Background: an optimization exercise with open tools, aiming at small area, a short achievable clock period and few clock cycles. Do not read the settings as production practice. Where RTL was checked, it was by simulation tests only, not by an equivalence proof against the original. Function not checked in run 2: the RTL went through the layout flow alone. Power is estimated from default activity; no workload was simulated.

==> flow/design.v (outline; a module is shown in full before it is edited, if it fits) <==
// module mul: 968 lines
module mul
(
	input clk,
	input rst,
	input  [31:0] a,
	input  [31:0] b,
	input start,
	output [31:0] res_mul,
	output logic vld
);
  // ...
==> flow/flow/run.sh <==
#!/bin/bash
# The standard ORFS layout with three changes to how it is made:
#  - synthesis skips the generic ABC pass inside Yosys's synth command
#    (SYNTH_ARGS=-noabc), so extract_fa sees the adders as written and maps
#    them to full-adder cells without inverters between them; registers and
#    their names are the standard synthesis's;
#  - the port buffers are sky130_fd_sc_hd__buf_4 instead of a delay buffer;
#  - repair_timing aims for a larger setup margin.
set -euo pipefail
cd "$(dirname "$0")/.."
export SYNTH_ARGS="-noabc"
export BUFFER_PORTS_ARGS="-buffer_cell sky130_fd_sc_hd__buf_4"
export SETUP_SLACK_MARGIN=6.0
bash standard.sh finish > standard.log 2>&1
==> flow/standard.sh <==
#!/bin/bash
# synth_recipe.tcl (not shown) runs the flow's synth.tcl, then flattens the netlist and writes it again
# the make line also repeats each setting of config.mk as NAME=value (left out here)
make -C /OpenROAD-flow-scripts/flow DESIGN_CONFIG=/design/flow/config.mk WORK_HOME=/design/flow/orfs CLKGATE_MAP_FILE= SYNTH_SCRIPT=/design/flow/synth_recipe.tcl "${@:-finish}"
==> flow/config.mk <==
export PLATFORM = sky130hd
export DESIGN_NAME = mul
export DESIGN_NICKNAME = mul
export VERILOG_FILES = /design/flow/design.v
export SDC_FILE = /design/flow/constraint.sdc
export NUM_CORES = 4
export LEC_CHECK = 0
export CAP_MARGIN = 20
export CORE_MARGIN = 2
export CORE_UTILIZATION = 55
export SLEW_MARGIN = 20
==> flow/constraint.sdc <==
create_clock -name core_clock -period 12.0 [get_ports {clk}]
set_input_delay 2.4000 -clock core_clock [delete_from_list [all_inputs] [get_ports {clk}]]
set_output_delay 2.4000 -clock core_clock [all_outputs]
set_load 0.01 [all_outputs]
==> flow_summary.ini, run 1 <==
[run_status]
outcome = no timing/DRC/antenna violations

[layout]
final_common_cell = sky130_fd_sc_hd__xnor2_1
fraction_of_standard_cell_area_in_multi_input_logic = 0.767
comb.multi_input.count = 1070
regArea_sq_um = 1380
seq-cell-share = 0.0966
nonclk_buf_count = 129
fillCellCount = 2031
clock_network_area_fraction = 0.0193

[detailed_routing]
top_layer_used = met4
routed-via-count = 10100
ant_nets = 0
detail_route.iter0.violations = 880
drcViolationCount = 0

[synth]
async_flop_share = 0
syn-instance-count = 1321
yosysTopAreaCell = sky130_fd_sc_hd__fa_1
synth_top_family_by_area = adder cells
synth_edf_count = 0
top_post_synthesis_cells_by_area = sky130_fd_sc_hd__fa_1 (31%), sky130_fd_sc_hd__xnor2_1 (20%), sky130_fd_sc_hd__a22oi_1 (13%)
synth_area_per_inst_sq_um = 9.81

[timing]
finalCritPeriodShare = 0.500
maximum_clock_rate_ghz = 0.167
timing.final.crit_period_ps = 6000
timing.final.setup_violations = 0
setup-tns-final_ps = 0

[global_route]
grt_util_met3 = 0.0606
number_of_antenna_violations_at_the_first_check_in_global_routing = 0
overall_track_demand_over_capacity_in_global_routing = 0.329
met1_track_demand_over_resource = 0.444

[power_and_ir_drop]
comb_power_mw = 3.62

[critical_path]
critical_path.startpoint = b[5]
critical_path.slowest_cell = sky130_fd_sc_hd__fa_1
timing.critical_path.buf_inv = 2
crit_path_start_kind = primary input
setup.worst_path.class = primary input to flip-flop

[placed_design]
placed_cells_incl_taps = 1623

[die]
num_io_pins = 100
rows = 56
die-area_sq_um = 24800

[job]
maxCapViolations = 0

[worst_hold_path]
hold-path-endpoint = vld
Testbench counts, summed over its fixed seeds: cycles 3,200.
==> run 2: changes to the inputs <==
--- a/flow/design.v
+++ b/flow/design.v
@@ -357,156 +357,142 @@
 logic pp161, pp162, pp163, pp164, pp165, pp166, pp167, pp168, pp169, pp170, pp171, pp172, pp173, pp174, pp175, pp176;
 logic pp177, pp178, pp179, pp180, pp181, pp182, pp183, pp184, pp185, pp186, pp187, pp188, pp189, pp190, pp191, pp192;
 logic pp193, pp194, pp195, pp196, pp197, pp198, pp199, pp200, pp201, pp202, pp203, pp204, pp205, pp206, pp207, pp208;
 logic pp209, pp210, pp211, pp212, pp213, pp214, pp215, pp216, pp217, pp218, pp219, pp220, pp221, pp222, pp223, pp224;
 logic pp225, pp226, pp227, pp228, pp229, pp230, pp231, pp232, pp233, pp234, pp235, pp236, pp237, pp238, pp239, pp240;
 logic pp241, pp242, pp243, pp244, pp245, pp246, pp247, pp248, pp249, pp250, pp251, pp252, pp253, pp254, pp255, pp256;
 logic pp257, pp258, pp259, pp260, pp261, pp262, pp263, pp264, pp265, pp266, pp267, pp268, pp269, pp270, pp271, pp272;
 logic s273, c274, s275, c276, s277, c278, s279, c280, s281, c282, s283, c284, s285, c286, s287, c288;
-logic s289, c290, s291, c292, s293, c294, s295, c296, s297, c298, s299, c300, s301, c302, s303, c304;
-logic s305, c306, s307, c308, s309, c310, s311, c312, s313, c314, s315, c316, s317, c318, s319, c320;
-logic s321, c322, s323, c324, s325, c326, s327, c328, s329, c330, s331, c332, s333, c334, s335, c336;
-logic s337, c338, s339, c340, s341, c342, s343, c344, s345, c346, s347, c348, s349, c350, s351, c352;
-logic s353, c354, s355, c356, s357, c358, s359, c360, s361, c362, s363, c364, s365, c366, s367, c368;
-logic s369, c370, s371, c372, s373, c374, s375, c376, s377, c378, s379, c380, s381, c382, s383, c384;
-logic s385, c386, s387, c388, s389, c390, s391, c392, s393, c394, s395, c396, s397, c398, s399, c400;
-logic s401, c402, s403, c404, s405, c406, s407, c408, s409, c410, s411, c412, s413, c414, s415, c416;
-logic s417, c418, s419, c420, s421, c422, s423, c424, s425, c426, s427, c428, s429, c430, s431, c432;
-logic s433, c434, s435, c436, s437, c438, s439, c440, s441, c442, s443, c444, s445, c446, s447, c448;
+logic s289, c290, s291, c292, s293, c294, s297, c298, s299, c300, s301, c302, s305, c306, s307, c308;
+logic s309, c310, s311, c312, s313, c314, s315, c316, s317, c318, s319, c320, s321, c322, s323, c324;
+logic s325, c326, s327, c328, s329, c330, s333, c334, s335, c336, s337, c338, s339, c340, s341, c342;
+logic s345, c346, s347, c348, s349, c350, s351, c352, s353, c354, s355, c356, s357, c358, s359, c360;
+logic s361, c362, s363, c364, s365, c366, s367, c368, s371, c372, s373, c374, s375, c376, s377, c378;
+logic s379, c380, s381, c382, s385, c386, s387, c388, s389, c390, s391, c392, s393, c394, s395, c396;
+logic s397, c398, s399, c400, s401, c402, s403, c404, s405, c406, s407, c408, s409, c410, s411, c412;
+logic s413, c414, s417, c418, s419, c420, s421, c422, s423, c424, s425, c426, s427, c428, s429, c430;
+logic s431, c432, s435, c436, s437, c438, s439, c440, s441, c442, s443, c444, s445, c446, s447, c448;
 logic s449, c450, s453, c454, s455, c456, s457, c458, s459, c460, s461, c462, s463, c464, s465, c466;
 logic s467, c468, s469, c470, s473, c474, s475, c476, s477, c478, s479, c480, s481, c482, s483, c484;
 logic s485, c486, s487, c488, s489, c490, s493, c494, s495, c496, s497, c498, s499, c500, s501, c502;
 logic s503, c504, s505, c506, s507, c508, s509, c510, s511, c512, s515, c516, s517, c518, s519, c520;
 logic s521, c522, s523, c524, s525, c526, s527, c528, s529, c530, s531, c532, s533, c534, s537, c538;
 logic s539, c540, s541, c542, s543, c544, s545, c546, s547, c548, s549, c550, s551, c552, s553, c554;
 logic s555, c556, s561, c562, s563, c564, s565, c566, s567, c568, s569, c570, s571, c572, s573, c574;
 logic s575, c576, s577, c578, s579, c580, s585, c586, s587, c588, s589, c590, s591, c592, s593, c594;
 logic s595, c596, s597, c598, s599, c600, s601, c602, s603, c604, s605, c606, s611, c612, s613, c614;
 logic s615, c616, s617, c618, s619, c620, s621, c622, s623, c624, s625, c626, s627, c628, s629, c630;
 logic s631, c632, s637, c638, s639, c640, s641, c642, s643, c644, s645, c646, s647, c648, s649, c650;
 logic s651, c652, s653, c654, s655, c656, s657, c658, s659, c660, s665, c666, s667, c668, s669, c670;
 logic s671, c672, s673, c674, s675, c676, s677, c678, s679, c680, s681, c682, s683, c684, s685, c686;
 logic s687, c688, s693, c694, s695, c696, s697, c698, s699, c700, s701, c702, s703, c704, s705, c706;
 logic s707, c708, s709, c710, s711, c712, s713, c714, s715, c716, s717, c718, s723, s724, s725, s726;
 logic s727, s728, s729, s730, s731, s732, s733, s734, s735, s736, s737, s738, s739, s740, s741, s742;
-logic s743, s744, s745, s746, s747, s748, s749, s752, c753, s754, c755, s756, c757, s758, c759, s760;
-logic c761, s762, c763;
-assign s273 = bn1 ^ pp3;
-assign c274 = bn1 & pp3;
-assign s275 = pp4 ^ pp34;
-assign c276 = pp4 & pp34;
+logic s743, s744, s745, s746, s752, c753, s754, c755, s756, c757, s758, c759, s760, c761, s762, c763;
+assign s273 = bn1 ^ pp3 ^ pp33;
+assign c274 = (bn1 & pp3) | (pp33 & (bn1 ^ pp3));
+assign s275 = pp4 ^ pp34 ^ c274;
+assign c276 = (pp4 & pp34) | (c274 & (pp4 ^ pp34));
 assign s277 = bn2 ^ pp5 ^ pp35;
 assign c278 = (bn2 & pp5) | (pp35 & (bn2 ^ pp5));
-assign s279 = pp63 ^ c276;
-assign c280 = pp63 & c276;
+assign s279 = pp63 ^ s277 ^ c276;
+assign c280 = (pp63 & s277) | (c276 & (pp63 ^ s277));
 assign s281 = pp6 ^ pp36 ^ pp64;
 assign c282 = (pp6 & pp36) | (pp64 & (pp6 ^ pp36));
-assign s283 = c280 ^ c278;
-assign c284 = c280 & c278;
+assign s283 = c278 ^ s281 ^ c280;
+assign c284 = (c278 & s281) | (c280 & (c278 ^ s281));
 assign s285 = bn3 ^ pp7 ^ pp37;
 assign c286 = (bn3 & pp7) | (pp37 & (bn3 ^ pp7));
 assign s287 = pp65 ^ pp91 ^ c282;
 assign c288 = (pp65 & pp91) | (c282 & (pp65 ^ pp91));
-assign s289 = s285 ^ c284;
-assign c290 = s285 & c284;
+assign s289 = s285 ^ s287 ^ c284;
+assign c290 = (s285 & s287) | (c284 & (s285 ^ s287));
 assign s291 = pp8 ^ pp38 ^ pp66;
 assign c292 = (pp8 & pp38) | (pp66 & (pp8 ^ pp38));
 assign s293 = pp92 ^ c286 ^ s291;
 assign c294 = (pp92 & c286) | (s291 & (pp92 ^ c286));
-assign s295 = c290 ^ c288;
-assign c296 = c290 & c288;
 assign s297 = bn4 ^ pp9 ^ pp39;
 assign c298 = (bn4 & pp9) | (pp39 & (bn4 ^ pp9));
 assign s299 = pp67 ^ pp93 ^ pp117;
 assign c300 = (pp67 & pp93) | (pp117 & (pp67 ^ pp93));
 assign s301 = c292 ^ s297 ^ s299;
 assign c302 = (c292 & s297) | (s299 & (c292 ^ s297));
-assign s303 = c294 ^ s301;
-assign c304 = c294 & s301;
 assign s305 = pp10 ^ pp40 ^ pp68;
 assign c306 = (pp10 & pp40) | (pp68 & (pp10 ^ pp40));
 assign s307 = pp94 ^ pp118 ^ c298;
 assign c308 = (pp94 & pp118) | (c298 & (pp94 ^ pp118));
 assign s309 = c300 ^ s305 ^ c302;
 assign c310 = (c300 & s305) | (c302 & (c300 ^ s305));
-assign s311 = s307 ^ c304;
-assign c312 = s307 & c304;
+assign s311 = s307 ^ s309;
+assign c312 = s307 & s309;
 assign s313 = bn5 ^ pp11 ^ pp41;
 assign c314 = (bn5 & pp11) | (pp41 & (bn5 ^ pp11));
 assign s315 = pp69 ^ pp95 ^ pp119;
 assign c316 = (pp69 & pp95) | (pp119 & (pp69 ^ pp95));
 assign s317 = pp141 ^ c306 ^ s313;
 assign c318 = (pp141 & c306) | (s313 & (pp141 ^ c306));
 assign s319 = s315 ^ c308 ^ s317;
 assign c320 = (s315 & c308) | (s317 & (s315 ^ c308));
-assign s321 = c310 ^ c312;
-assign c322 = c310 & c312;
+assign s321 = c310 ^ s319 ^ c312;
+assign c322 = (c310 & s319) | (c312 & (c310 ^ s319));
 assign s323 = pp12 ^ pp42 ^ pp70;
 assign c324 = (pp12 & pp42) | (pp70 & (pp12 ^ pp42));
 assign s325 = pp96 ^ pp120 ^ pp142;
 assign c326 = (pp96 & pp120) | (pp142 & (pp96 ^ pp120));
 assign s327 = c314 ^ c316 ^ s323;
 assign c328 = (c314 & c316) | (s323 & (c314 ^ c316));
 assign s329 = s325 ^ c318 ^ s327;
 assign c330 = (s325 & c318) | (s327 & (s325 ^ c318));
-assign s331 = c320 ^ s329;
-assign c332 = c320 & s329;
 assign s333 = bn6 ^ pp13 ^ pp43;
 assign c334 = (bn6 & pp13) | (pp43 & (bn6 ^ pp13));
 assign s335 = pp71 ^ pp97 ^ pp121;
 assign c336 = (pp71 & pp97) | (pp121 & (pp71 ^ pp97));
 assign s337 = pp143 ^ pp163 ^ c324;
 assign c338 = (pp143 & pp163) | (c324 & (pp143 ^ pp163));
 assign s339 = c326 ^ s333 ^ s335;
 assign c340 = (c326 & s333) | (s335 & (c326 ^ s333));
 assign s341 = c328 ^ s337 ^ s339;
 assign c342 = (c328 & s337) | (s339 & (c328 ^ s337));
-assign s343 = c330 ^ s341;
-assign c344 = c330 & s341;
 assign s345 = pp14 ^ pp44 ^ pp72;
 assign c346 = (pp14 & pp44) | (pp72 & (pp14 ^ pp44));
 assign s347 = pp98 ^ pp122 ^ pp144;
 assign c348 = (pp98 & pp122) | (pp144 & (pp98 ^ pp122));
 assign s349 = pp164 ^ c334 ^ c336;
 assign c350 = (pp164 & c334) | (c336 & (pp164 ^ c334));
 assign s351 = s345 ^ s347 ^ c338;
 assign c352 = (s345 & s347) | (c338 & (s345 ^ s347));
 assign s353 = c340 ^ s349 ^ s351;
 assign c354 = (c340 & s349) | (s351 & (c340 ^ s349));
-assign s355 = c342 ^ c344;
-assign c356 = c342 & c344;
+assign s355 = c342 ^ s353;
+assign c356 = c342 & s353;
 assign s357 = bn7 ^ pp15 ^ pp45;
 assign c358 = (bn7 & pp15) | (pp45 & (bn7 ^ pp15));
 assign s359 = pp73 ^ pp99 ^ pp123;
 assign c360 = (pp73 & pp99) | (pp123 & (pp73 ^ pp99));
 assign s361 = pp145 ^ pp165 ^ pp183;
 assign c362 = (pp145 & pp165) | (pp183 & (pp145 ^ pp165));
 assign s363 = c346 ^ c348 ^ s357;
 assign c364 = (c346 & c348) | (s357 & (c346 ^ c348));
 assign s365 = s359 ^ s361 ^ c350;
 assign c366 = (s359 & s361) | (c350 & (s359 ^ s361));
 assign s367 = s363 ^ c352 ^ s365;
 assign c368 = (s363 & c352) | (s365 & (s363 ^ c352));
-assign s369 = c354 ^ s367;
-assign c370 = c354 & s367;
 assign s371 = pp16 ^ pp46 ^ pp74;
 assign c372 = (pp16 & pp46) | (pp74 & (pp16 ^ pp46));
 assign s373 = pp100 ^ pp124 ^ pp146;
 assign c374 = (pp100 & pp124) | (pp146 & (pp100 ^ pp124));
 assign s375 = pp166 ^ pp184 ^ c358;
 assign c376 = (pp166 & pp184) | (c358 & (pp166 ^ pp184));
 assign s377 = c360 ^ c362 ^ s371;
 assign c378 = (c360 & c362) | (s371 & (c360 ^ c362));
 assign s379 = s373 ^ c364 ^ s375;
 assign c380 = (s373 & c364) | (s375 & (s373 ^ c364));
 assign s381 = s377 ^ c366 ^ s379;
 assign c382 = (s377 & c366) | (s379 & (s377 ^ c366));
-assign s383 = c368 ^ s381;
-assign c384 = c368 & s381;
 assign s385 = bn8 ^ pp17 ^ pp47;
 assign c386 = (bn8 & pp17) | (pp47 & (bn8 ^ pp17));
 assign s387 = pp75 ^ pp101 ^ pp125;
 assign c388 = (pp75 & pp101) | (pp125 & (pp75 ^ pp101));
 assign s389 = pp147 ^ pp167 ^ pp185;
 assign c390 = (pp147 & pp167) | (pp185 & (pp147 ^ pp167));
 assign s391 = pp201 ^ c372 ^ c374;
 assign c392 = (pp201 & c372) | (c374 & (pp201 ^ c372));
@@ -527,36 +513,32 @@
 assign s407 = c386 ^ c388 ^ c390;
 assign c408 = (c386 & c388) | (c390 & (c386 ^ c388));
 assign s409 = s401 ^ s403 ^ s405;
 assign c410 = (s401 & s403) | (s405 & (s401 ^ s403));
 assign s411 = c392 ^ c394 ^ s407;
 assign c412 = (c392 & c394) | (s407 & (c392 ^ c394));
 assign s413 = s409 ^ c396 ^ s411;
 assign c414 = (s409 & c396) | (s411 & (s409 ^ c396));
-assign s415 = c398 ^ s413;
-assign c416 = c398 & s413;
 assign s417 = bn9 ^ pp19 ^ pp49;
 assign c418 = (bn9 & pp19) | (pp49 & (bn9 ^ pp19));
 assign s419 = pp77 ^ pp103 ^ pp127;
 assign c420 = (pp77 & pp103) | (pp127 & (pp77 ^ pp103));
 assign s421 = pp149 ^ pp169 ^ pp187;
 assign c422 = (pp149 & pp169) | (pp187 & (pp149 ^ pp169));
 assign s423 = pp203 ^ pp217 ^ c402;
 assign c424 = (pp203 & pp217) | (c402 & (pp203 ^ pp217));
 assign s425 = c404 ^ c406 ^ s417;
 assign c426 = (c404 & c406) | (s417 & (c404 ^ c406));
 assign s427 = s419 ^ s421 ^ c408;
 assign c428 = (s419 & s421) | (c408 & (s419 ^ s421));
 assign s429 = c410 ^ s423 ^ s425;
 assign c430 = (c410 & s423) | (s425 & (c410 ^ s423));
 assign s431 = c412 ^ s427 ^ s429;
 assign c432 = (c412 & s427) | (s429 & (c412 ^ s427));
-assign s433 = c414 ^ s431;
-assign c434 = c414 & s431;
 assign s435 = pp20 ^ pp50 ^ pp78;
 assign c436 = (pp20 & pp50) | (pp78 & (pp20 ^ pp50));
 assign s437 = pp104 ^ pp128 ^ pp150;
 assign c438 = (pp104 & pp128) | (pp150 & (pp104 ^ pp128));
 assign s439 = pp170 ^ pp188 ^ pp204;
 assign c440 = (pp170 & pp188) | (pp204 & (pp170 ^ pp188));
 assign s441 = pp218 ^ c418 ^ c420;
 assign c442 = (pp218 & c418) | (c420 & (pp218 ^ c418));
@@ -817,44 +799,61 @@
 assign s735 = s731 ^ s732;
 assign s736 = s733 ^ s734;
 assign s737 = c694 ^ c696;
 assign s738 = c698 ^ c700;
 assign s739 = c702 ^ s735;
 assign s740 = s736 ^ s737;
 assign s741 = s738 ^ s739;
 assign s742 = s740 ^ c704;
-assign s743 = c706 ^ c708;
-assign s744 = c710 ^ s741;
+assign s743 = c706 ^ s741;
+assign s744 = c708 ^ c710;
 assign s745 = s742 ^ s743;
 assign s746 = s744 ^ s745;
-assign s747 = c712 ^ c714;
-assign s748 = s746 ^ s747;
-assign s749 = s748 ^ c716;
 assign s752 = pp1 ^ bn0;
 assign c753 = pp1 & bn0;
 assign s754 = pp2 ^ c753;
 assign c755 = pp2 & c753;
-assign s756 = pp33 ^ s273 ^ c755;
-assign c757 = (pp33 & s273) | (c755 & (pp33 ^ s273));
-assign s758 = c274 ^ s275 ^ c757;
-assign c759 = (c274 & s275) | (c757 & (c274 ^ s275));
-assign s760 = s277 ^ s279 ^ c759;
-assign c761 = (s277 & s279) | (c759 & (s277 ^ s279));
-assign s762 = s281 ^ s283 ^ c761;
-assign c763 = (s281 & s283) | (c761 & (s281 ^ s283));
-logic c432_q, c434_q, c450_q, s469_q, c470_q, s489_q, c490_q, s511_q, c512_q, s533_q, s553_q, c532_q, s555_q, c534_q, s577_q, c556_q;
-logic s579_q, s603_q, c580_q, s605_q, c606_q, s629_q, s631_q, c632_q, s657_q, s659_q, s685_q, c660_q, s687_q, s715_q, c688_q, s717_q;
-logic s749_q, c718_q, s752_q, s754_q, s756_q, s758_q, s760_q, s762_q, s287_q, s293_q, c296_q, s309_q, s319_q, c322_q, c332_q, s353_q;
-logic c356_q, c370_q, c384_q, c400_q, c416_q, s449_q, s289_q, s295_q, s303_q, s311_q, s321_q, s331_q, s343_q, s355_q, s369_q, s383_q;
-logic s399_q, s415_q, s433_q, c763_q;
+assign s756 = s273 ^ c755;
+assign c757 = s273 & c755;
+assign s758 = s275 ^ c757;
+assign c759 = s275 & c757;
+assign s760 = s279 ^ c759;
+assign c761 = s279 & c759;
+assign s762 = s283 ^ c761;
+assign c763 = s283 & c761;
+logic c288_q, s293_q, c290_q, c294_q, s301_q, c320_q, s329_q, c322_q, c330_q, s341_q, c354_q, s367_q, c356_q, c368_q, s381_q, c398_q;
+logic s413_q, c400_q, c414_q, s431_q, c432_q, s449_q, c450_q, s469_q, c470_q, s489_q, c490_q, s511_q, c512_q, s533_q, s553_q, c532_q;
+logic s555_q, c534_q, s577_q, c556_q, s579_q, s603_q, c580_q, s605_q, c606_q, s629_q, s631_q, c632_q, s657_q, s659_q, s685_q, c660_q;
+logic s687_q, s715_q, c688_q, s717_q, c712_q, s746_q, c714_q, c716_q, c718_q, s752_q, s754_q, s756_q, s758_q, s760_q, s762_q, s289_q;
+logic s321_q, s311_q, s355_q, s399_q, c763_q;
 always_ff @(posedge clk) begin
 	vld <= start & ~rst;
+	c288_q <= c288;
+	s293_q <= s293;
+	c290_q <= c290;
+	c294_q <= c294;
+	s301_q <= s301;
+	c320_q <= c320;
+	s329_q <= s329;
+	c322_q <= c322;
+	c330_q <= c330;
+	s341_q <= s341;
+	c354_q <= c354;
+	s367_q <= s367;
+	c356_q <= c356;
+	c368_q <= c368;
+	s381_q <= s381;
+	c398_q <= c398;
+	s413_q <= s413;
+	c400_q <= c400;
+	c414_q <= c414;
+	s431_q <= s431;
 	c432_q <= c432;
-	c434_q <= c434;
+	s449_q <= s449;
 	c450_q <= c450;
 	s469_q <= s469;
 	c470_q <= c470;
 	s489_q <= s489;
 	c490_q <= c490;
 	s511_q <= s511;
 	c512_q <= c512;
 	s533_q <= s533;
@@ -875,94 +874,95 @@
 	s657_q <= s657;
 	s659_q <= s659;
 	s685_q <= s685;
 	c660_q <= c660;
 	s687_q <= s687;
 	s715_q <= s715;
 	c688_q <= c688;
 	s717_q <= s717;
-	s749_q <= s749;
+	c712_q <= c712;
+	s746_q <= s746;
+	c714_q <= c714;
+	c716_q <= c716;
 	c718_q <= c718;
 	s752_q <= s752;
 	s754_q <= s754;
 	s756_q <= s756;
 	s758_q <= s758;
 	s760_q <= s760;
 	s762_q <= s762;
-	s287_q <= s287;
-	s293_q <= s293;
-	c296_q <= c296;
-	s309_q <= s309;
-	s319_q <= s319;
-	c322_q <= c322;
-	c332_q <= c332;
-	s353_q <= s353;
-	c356_q <= c356;
-	c370_q <= c370;
-	c384_q <= c384;
-	c400_q <= c400;
-	c416_q <= c416;
-	s449_q <= s449;
 	s289_q <= s289;
-	s295_q <= s295;
-	s303_q <= s303;
-	s311_q <= s311;
 	s321_q <= s321;
-	s331_q <= s331;
-	s343_q <= s343;
+	s311_q <= s311;
 	s355_q <= s355;
-	s369_q <= s369;
-	s383_q <= s383;
 	s399_q <= s399;
-	s415_q <= s415;
-	s433_q <= s433;
 	c763_q <= c763;
 end
+logic s295, c296, s303, c304, s331, c332, s343, c344, s369, c370, s383, c384, s415, c416, s433, c434;
 logic s451, c452, s471, c472, s491, c492, s513, c514, s535, c536, s557, c558, s559, c560, s581, c582;
 logic s583, c584, s607, c608, s609, c610, s633, c634, s635, c636, s661, c662, s663, c664, s689, c690;
-logic s691, c692, s719, c720, s721, c722, s750, s751;
-assign s451 = c432_q ^ c434_q;
-assign c452 = c432_q & c434_q;
-assign s471 = c450_q ^ s469_q;
-assign c472 = c450_q & s469_q;
+logic s691, c692, s719, c720, s721, c722, s747, s748, s749, s750, s751;
+assign s295 = c288_q ^ s293_q ^ c290_q;
+assign c296 = (c288_q & s293_q) | (c290_q & (c288_q ^ s293_q));
+assign s303 = c294_q ^ s301_q ^ c296;
+assign c304 = (c294_q & s301_q) | (c296 & (c294_q ^ s301_q));
+assign s331 = c320_q ^ s329_q ^ c322_q;
+assign c332 = (c320_q & s329_q) | (c322_q & (c320_q ^ s329_q));
+assign s343 = c330_q ^ s341_q ^ c332;
+assign c344 = (c330_q & s341_q) | (c332 & (c330_q ^ s341_q));
+assign s369 = c354_q ^ s367_q ^ c356_q;
+assign c370 = (c354_q & s367_q) | (c356_q & (c354_q ^ s367_q));
+assign s383 = c368_q ^ s381_q ^ c370;
+assign c384 = (c368_q & s381_q) | (c370 & (c368_q ^ s381_q));
+assign s415 = c398_q ^ s413_q ^ c400_q;
+assign c416 = (c398_q & s413_q) | (c400_q & (c398_q ^ s413_q));
+assign s433 = c414_q ^ s431_q ^ c416;
+assign c434 = (c414_q & s431_q) | (c416 & (c414_q ^ s431_q));
+assign s451 = c432_q ^ s449_q;
+assign c452 = c432_q & s449_q;
+assign s471 = c450_q ^ s469_q ^ c452;
+assign c472 = (c450_q & s469_q) | (c452 & (c450_q ^ s469_q));
 assign s491 = c470_q ^ s489_q;
 assign c492 = c470_q & s489_q;
-assign s513 = c490_q ^ s511_q;
-assign c514 = c490_q & s511_q;
+assign s513 = c490_q ^ s511_q ^ c492;
+assign c514 = (c490_q & s511_q) | (c492 & (c490_q ^ s511_q));
 assign s535 = c512_q ^ s533_q;
 assign c536 = c512_q & s533_q;
 assign s557 = s553_q ^ c532_q ^ s555_q;
 assign c558 = (s553_q & c532_q) | (s555_q & (s553_q ^ c532_q));
-assign s559 = c534_q ^ s557;
-assign c560 = c534_q & s557;
+assign s559 = c534_q ^ s557 ^ c536;
+assign c560 = (c534_q & s557) | (c536 & (c534_q ^ s557));
 assign s581 = s577_q ^ c556_q ^ s579_q;
 assign c582 = (s577_q & c556_q) | (s579_q & (s577_q ^ c556_q));
 assign s583 = c558 ^ s581;
 assign c584 = c558 & s581;
 assign s607 = s603_q ^ c580_q ^ s605_q;
 assign c608 = (s603_q & c580_q) | (s605_q & (s603_q ^ c580_q));
-assign s609 = c582 ^ s607;
-assign c610 = c582 & s607;
+assign s609 = c582 ^ s607 ^ c584;
+assign c610 = (c582 & s607) | (c584 & (c582 ^ s607));
 assign s633 = c606_q ^ s629_q ^ s631_q;
 assign c634 = (c606_q & s629_q) | (s631_q & (c606_q ^ s629_q));
 assign s635 = c608 ^ s633;
 assign c636 = c608 & s633;
 assign s661 = c632_q ^ s657_q ^ s659_q;
 assign c662 = (c632_q & s657_q) | (s659_q & (c632_q ^ s657_q));
 assign s663 = c634 ^ c636;
 assign c664 = c634 & c636;
 assign s689 = s685_q ^ c660_q ^ s687_q;
 assign c690 = (s685_q & c660_q) | (s687_q & (s685_q ^ c660_q));
 assign s691 = c662 ^ s689;
 assign c692 = c662 & s689;
 assign s719 = s715_q ^ c688_q ^ s717_q;
 assign c720 = (s715_q & c688_q) | (s717_q & (s715_q ^ c688_q));
 assign s721 = c690 ^ s719;
 assign c722 = c690 & s719;
-assign s750 = s749_q ^ c718_q;
+assign s747 = c712_q ^ s746_q;
+assign s748 = c714_q ^ s747;
+assign s749 = s748 ^ c716_q;
+assign s750 = s749 ^ c718_q;
 assign s751 = s750 ^ c720;
 logic [25:0] r0, r1;
-assign r0 = {c722, c692, c664, s661, c610, c584, c560, c536, c514, c492, c472, c452, s449_q, c416_q, c400_q, c384_q, c370_q, c356_q, s353_q, c332_q, c322_q, s319_q, s309_q, c296_q, s293_q, s287_q};
-assign r1 = {s751, s721, s691, s663, s635, s609, s583, s559, s535, s513, s491, s471, s451, s433_q, s415_q, s399_q, s383_q, s369_q, s355_q, s343_q, s331_q, s321_q, s311_q, s303_q, s295_q, s289_q};
+assign r0 = {c722, c692, c664, s661, c610, s609, c560, s559, c514, s513, c472, s471, c434, s433, s415, c384, s383, s369, c344, s343, s331, s321_q, c304, s303, s295, s289_q};
+assign r1 = {s751, s721, s691, s663, s635, 1'b0, s583, 1'b0, s535, 1'b0, s491, 1'b0, s451, 1'b0, 1'b0, s399_q, 1'b0, 1'b0, s355_q, 1'b0, 1'b0, 1'b0, s311_q, 1'b0, 1'b0, 1'b0};
 assign res_mul[31:6] = r0 + r1 + {25'b0, c763_q};
 assign res_mul[5:0] = {s762_q, s760_q, s758_q, s756_q, s754_q, s752_q};
 endmodule
--- a/flow/flow/run.sh
+++ b/flow/flow/run.sh
@@ -5,10 +5,10 @@
 #    them to full-adder cells without inverters between them; registers and
 #    their names are the standard synthesis's;
 #  - the port buffers are sky130_fd_sc_hd__buf_4 instead of a delay buffer;
 #  - repair_timing aims for a larger setup margin.
 set -euo pipefail
 cd "$(dirname "$0")/.."
 export SYNTH_ARGS="-noabc"
 export BUFFER_PORTS_ARGS="-buffer_cell sky130_fd_sc_hd__buf_4"
-export SETUP_SLACK_MARGIN=6.0
+export SETUP_SLACK_MARGIN=6.2
 bash standard.sh finish > standard.log 2>&1
==> flow/config.mk (replaced) <==
export PLATFORM = sky130hd
export DESIGN_NAME = mul
export DESIGN_NICKNAME = mul
export VERILOG_FILES = /design/flow/design.v
export SDC_FILE = /design/flow/constraint.sdc
export NUM_CORES = 4
export LEC_CHECK = 0
export CAP_MARGIN = 20
export CORE_MARGIN = 2
export CORE_UTILIZATION = 55
export CTS_BUF_LIST = sky130_fd_sc_hd__clkbuf_4 sky130_fd_sc_hd__clkbuf_8
export CTS_CLUSTER_SIZE = 40
export SLEW_MARGIN = 20
==> flow_summary.ini, run 2 <==
[run_status]
outcome = no timing/DRC/antenna violations

[critical_path]
peak_fanout_along_the_critical_path = 4
critPathArrivalTime_ps = 3390
setup.worst_path.end_class = output pin
crit_path_start_kind = flip-flop
critical_path.startpoint = c288_q
worstPathRequired_ps = 9600
setup.worst_path.class = flip-flop to output pin

[detailed_routing]
routed_wire_length_per_instance_um = 25.0
drt_pass1_iterations = 6
drcViolationCount = 0
post_drt_via_cell_ratio = 6.37
ant_nets = 0
detail_route.iter0.violations = 982
routed-via-count = 9822
detail_route.wirelength_um = 38600

[synth]
top_post_synthesis_cells_by_area = sky130_fd_sc_hd__fa_1 (34%), sky130_fd_sc_hd__xnor2_1 (18%), sky130_fd_sc_hd__a22oi_1 (13%)
async_flop_share = 0
yosys.cell_count.top_type = sky130_fd_sc_hd__xnor2_1
post_synth_num_cell_types = 46
syn-instance-count = 1233
synth_top_area_share = 0.343
post_synth_instance_area_sq_um = 12500
commonest_register_cell_after_synthesis = sky130_fd_sc_hd__dfxtp_1
sequential_cell_area_fraction_in_the_yosys_report = 0.112
synthesized_net_count = 1560
ys_top_cells_by_count = sky130_fd_sc_hd__xnor2_1 (257), sky130_fd_sc_hd__a22oi_1 (220), sky130_fd_sc_hd__fa_1 (214)
synth.ff_latch_count = 70
yosysWarnings = 1
synth_area_per_inst_sq_um = 10.1
yosysTopAreaCell = sky130_fd_sc_hd__fa_1
synth_edf_count = 0

[die]
vertical_extent_of_the_die_um = 155
floorplan.die.width_um = 155
die-area_sq_um = 23900
core_area_sq_um = 22400
rows = 55
initial_utilization = 0.557
num_io_pins = 100

[layout]
areaGrowthSynthToFinish_pct = 12.0
final_common_cell = sky130_fd_sc_hd__xnor2_1
nNetsFinal = 1580
num_antenna_cells = 0
final_core_util = 0.623
layout-drive-gt1-share = 0.158
area_used_by_multi_input_combinational_logic_sq_um = 10800
regArea_sq_um = 1400
mostFrequentLayoutCells = sky130_fd_sc_hd__xnor2_1 (255), sky130_fd_sc_hd__a22oi_1 (220), sky130_fd_sc_hd__fa_1 (212)
fillCellCount = 1922

[timing]
worst-slew-pin-transition_ps = 614
postLayoutSetupSlackWorst_ps = 6210
rsz0062_at_grt = true
slew_violations = 0
worst_slew_margin_relative_to_its_limit = 0.591
maximum_clock_rate_ghz = 0.173
finalCritPeriodShare = 0.483
timing.final.setup_violations = 0
timing.final.hold_violations = 0
setup-tns-final_ps = 0
timing.final.crit_period_ps = 5790

[clock_network]
tritoncts = done
clock_sinks = 70
path_clk_slew_ps = 90
cts_htree_levels = 3
cts_inserted_buffers = 9
clock_tree.buffer_depth = 2
holdBufCountCts = 0
root_buffer = sky130_fd_sc_hd__clkbuf_8

[placed_design]
dp_worst_setup_slack_ps = 5210
gpl.final_weighted_congestion = 0.862
hpwl_um = 26600
placement.io_buffers = 99

[worst_hold_path]
class_of_the_worst_hold_path = primary input to flip-flop
worstHoldPathCells = 2
hold_start = rst

[global_route]
grt_max_degree = 65
grt_first_pass_wirelength_um = 59600
grt_remaining_overflow = 0
number_of_antenna_violations_at_the_first_check_in_global_routing = 0
overall_track_demand_over_capacity_in_global_routing = 0.332
grt_pass1_vias = 10100

[power_and_ir_drop]
power-per-cell-area_nw_per_um2 = 302
vdd_drop_max_mv = 0.363
power.leakage_nw = 5.27

[job]
maxCapViolations = 0
-- run 2: cell count changes after synthesis, sizes merged, moves of 6 or more --
| cell | before | now |
|---|---|---|
| a21o | 10 | 2 |
| inv | 51 | 14 |
| nor3 | 6 | 0 |
| nand3 | 7 | 30 |
| fa | 202 | 214 |
| buf | 36 | 26 |
| xnor2 | 291 | 257 |
| o21ai | 11 | 30 |
| a21oi | 82 | 7 |
| nand2b | 28 | 54 |
| nand2 | 40 | 66 |
| ha | 71 | 46 |
| a22o | 1 | 8 |
-- run 2: worst paths after layout --
path     endpoint  slack [ps]
max   res_mul[31]        6210
min           vld        2160
-- run 2: kinds of logic (layout without fill, tap and decap cells) --
group | count (synthesis) | after routing | synth area share
adder cells (fa/ha/maj) | 260 | 260 | 0.389
flip-flops | 70 | 70 | 0.112
multiplexers | 4 | 4 | 0.00321
AND/OR/NAND/NOR | 174 | 174 | 0.0697
buffers and inverters | 140 | 165 | 0.0448
AO/OA/AOI/OAI | 294 | 294 | 0.173
XOR/XNOR | 291 | 291 | 0.208
-- run 2: power by group --
part	total (mW)	switching (mW)	internal [mW]
sequential	0.462	0.0599	0.402
clock	0.276	0.105	0.171
combinational	3.48	1.76	1.72
-- run 2: what timing repair did --
action,4_1_cts,5_1_grt
endpoints found under the hold margin,0,0
setup buffers,10,11
gates resized for setup,40,19
pin swaps,10,5
setup endpoints to repair,39,21
cloned,0,0
-- run 2: final cells by class --
type	count	share of cell area
clock inverter	5	0.00922
clock buffer	11	0.0108
timing repair buffer	133	0.0769
multi-input combinational	1023	0.771
sequential	70	0.100
inverter	16	0.00662
tap	285	0.0255
-- run 2: metrics by stage --
stage | hold slack (ps) | instance area (sq um) | power [mW] | cells
CTS | 2150 | 13800 | 4.15 | 1532
detailed placement | 2560 | 13200 | 3.73 | 1506
global placement | 2560 | 13200 | 3.67 | 1506
finish | 2160 | 14000 | 4.22 | 1543
global route | 2160 | 14000 | 4.63 | 1543
floorplan | 2470 | 12500 | 2.61 | 1233
-- run 2: routing by layer --
metal,track usage,part of all wire,up-vias
li1,-,-,4270
met1,0.456,0.40,4918
met2,0.526,0.47,547
met3,0.0650,0.096,87
met4,0.123,0.034,0
met5,0,0,-
-- run 2: worst max-delay path, stage by stage (launching register included) --
cell and delay [ps]:
sky130_fd_sc_hd__dfxtp_2 330, sky130_fd_sc_hd__fa_2 380, sky130_fd_sc_hd__fa_2 360, sky130_fd_sc_hd__ha_4 240, sky130_fd_sc_hd__a41o_4 230, sky130_fd_sc_hd__a31o_4 230, sky130_fd_sc_hd__a41o_4 240, sky130_fd_sc_hd__a21oi_4 210
sky130_fd_sc_hd__buf_12 140, sky130_fd_sc_hd__o311ai_4 90, sky130_fd_sc_hd__a21oi_2 270, sky130_fd_sc_hd__xnor2_1 150, sky130_fd_sc_hd__buf_4 140

-- afterwards: timing with drivers on the ports --
Ports are ideal in the flow. The routed layouts listed here were re-timed in OpenROAD.
Step 1 assumes that a clkbuf_16 drives the clock port and a buf_2 every other input.
Step 2, shift: input delay + t, output delay - t, t = (earliest + latest rising clock arrival at the registers) / 2. This alone moves slack from input paths to output paths.
Three values: ideal ports, drivers, drivers and shift; two values: the first two.
run | t, ns | slack for setup (ns) | slew at the worst register clock pin (ns)
run 1 | 0.402 | 6.005 / 6.035 / 5.633 | 0.07 / 0.07
run 2 | 0.417 | 6.208 / 6.163 / 5.814 | 0.09 / 0.09
After both steps setup and hold are still met in every run listed. For run 2, which loses most, drivers alone change the setup slack by -0.045 ns; drivers and shift together by -0.394 ns.
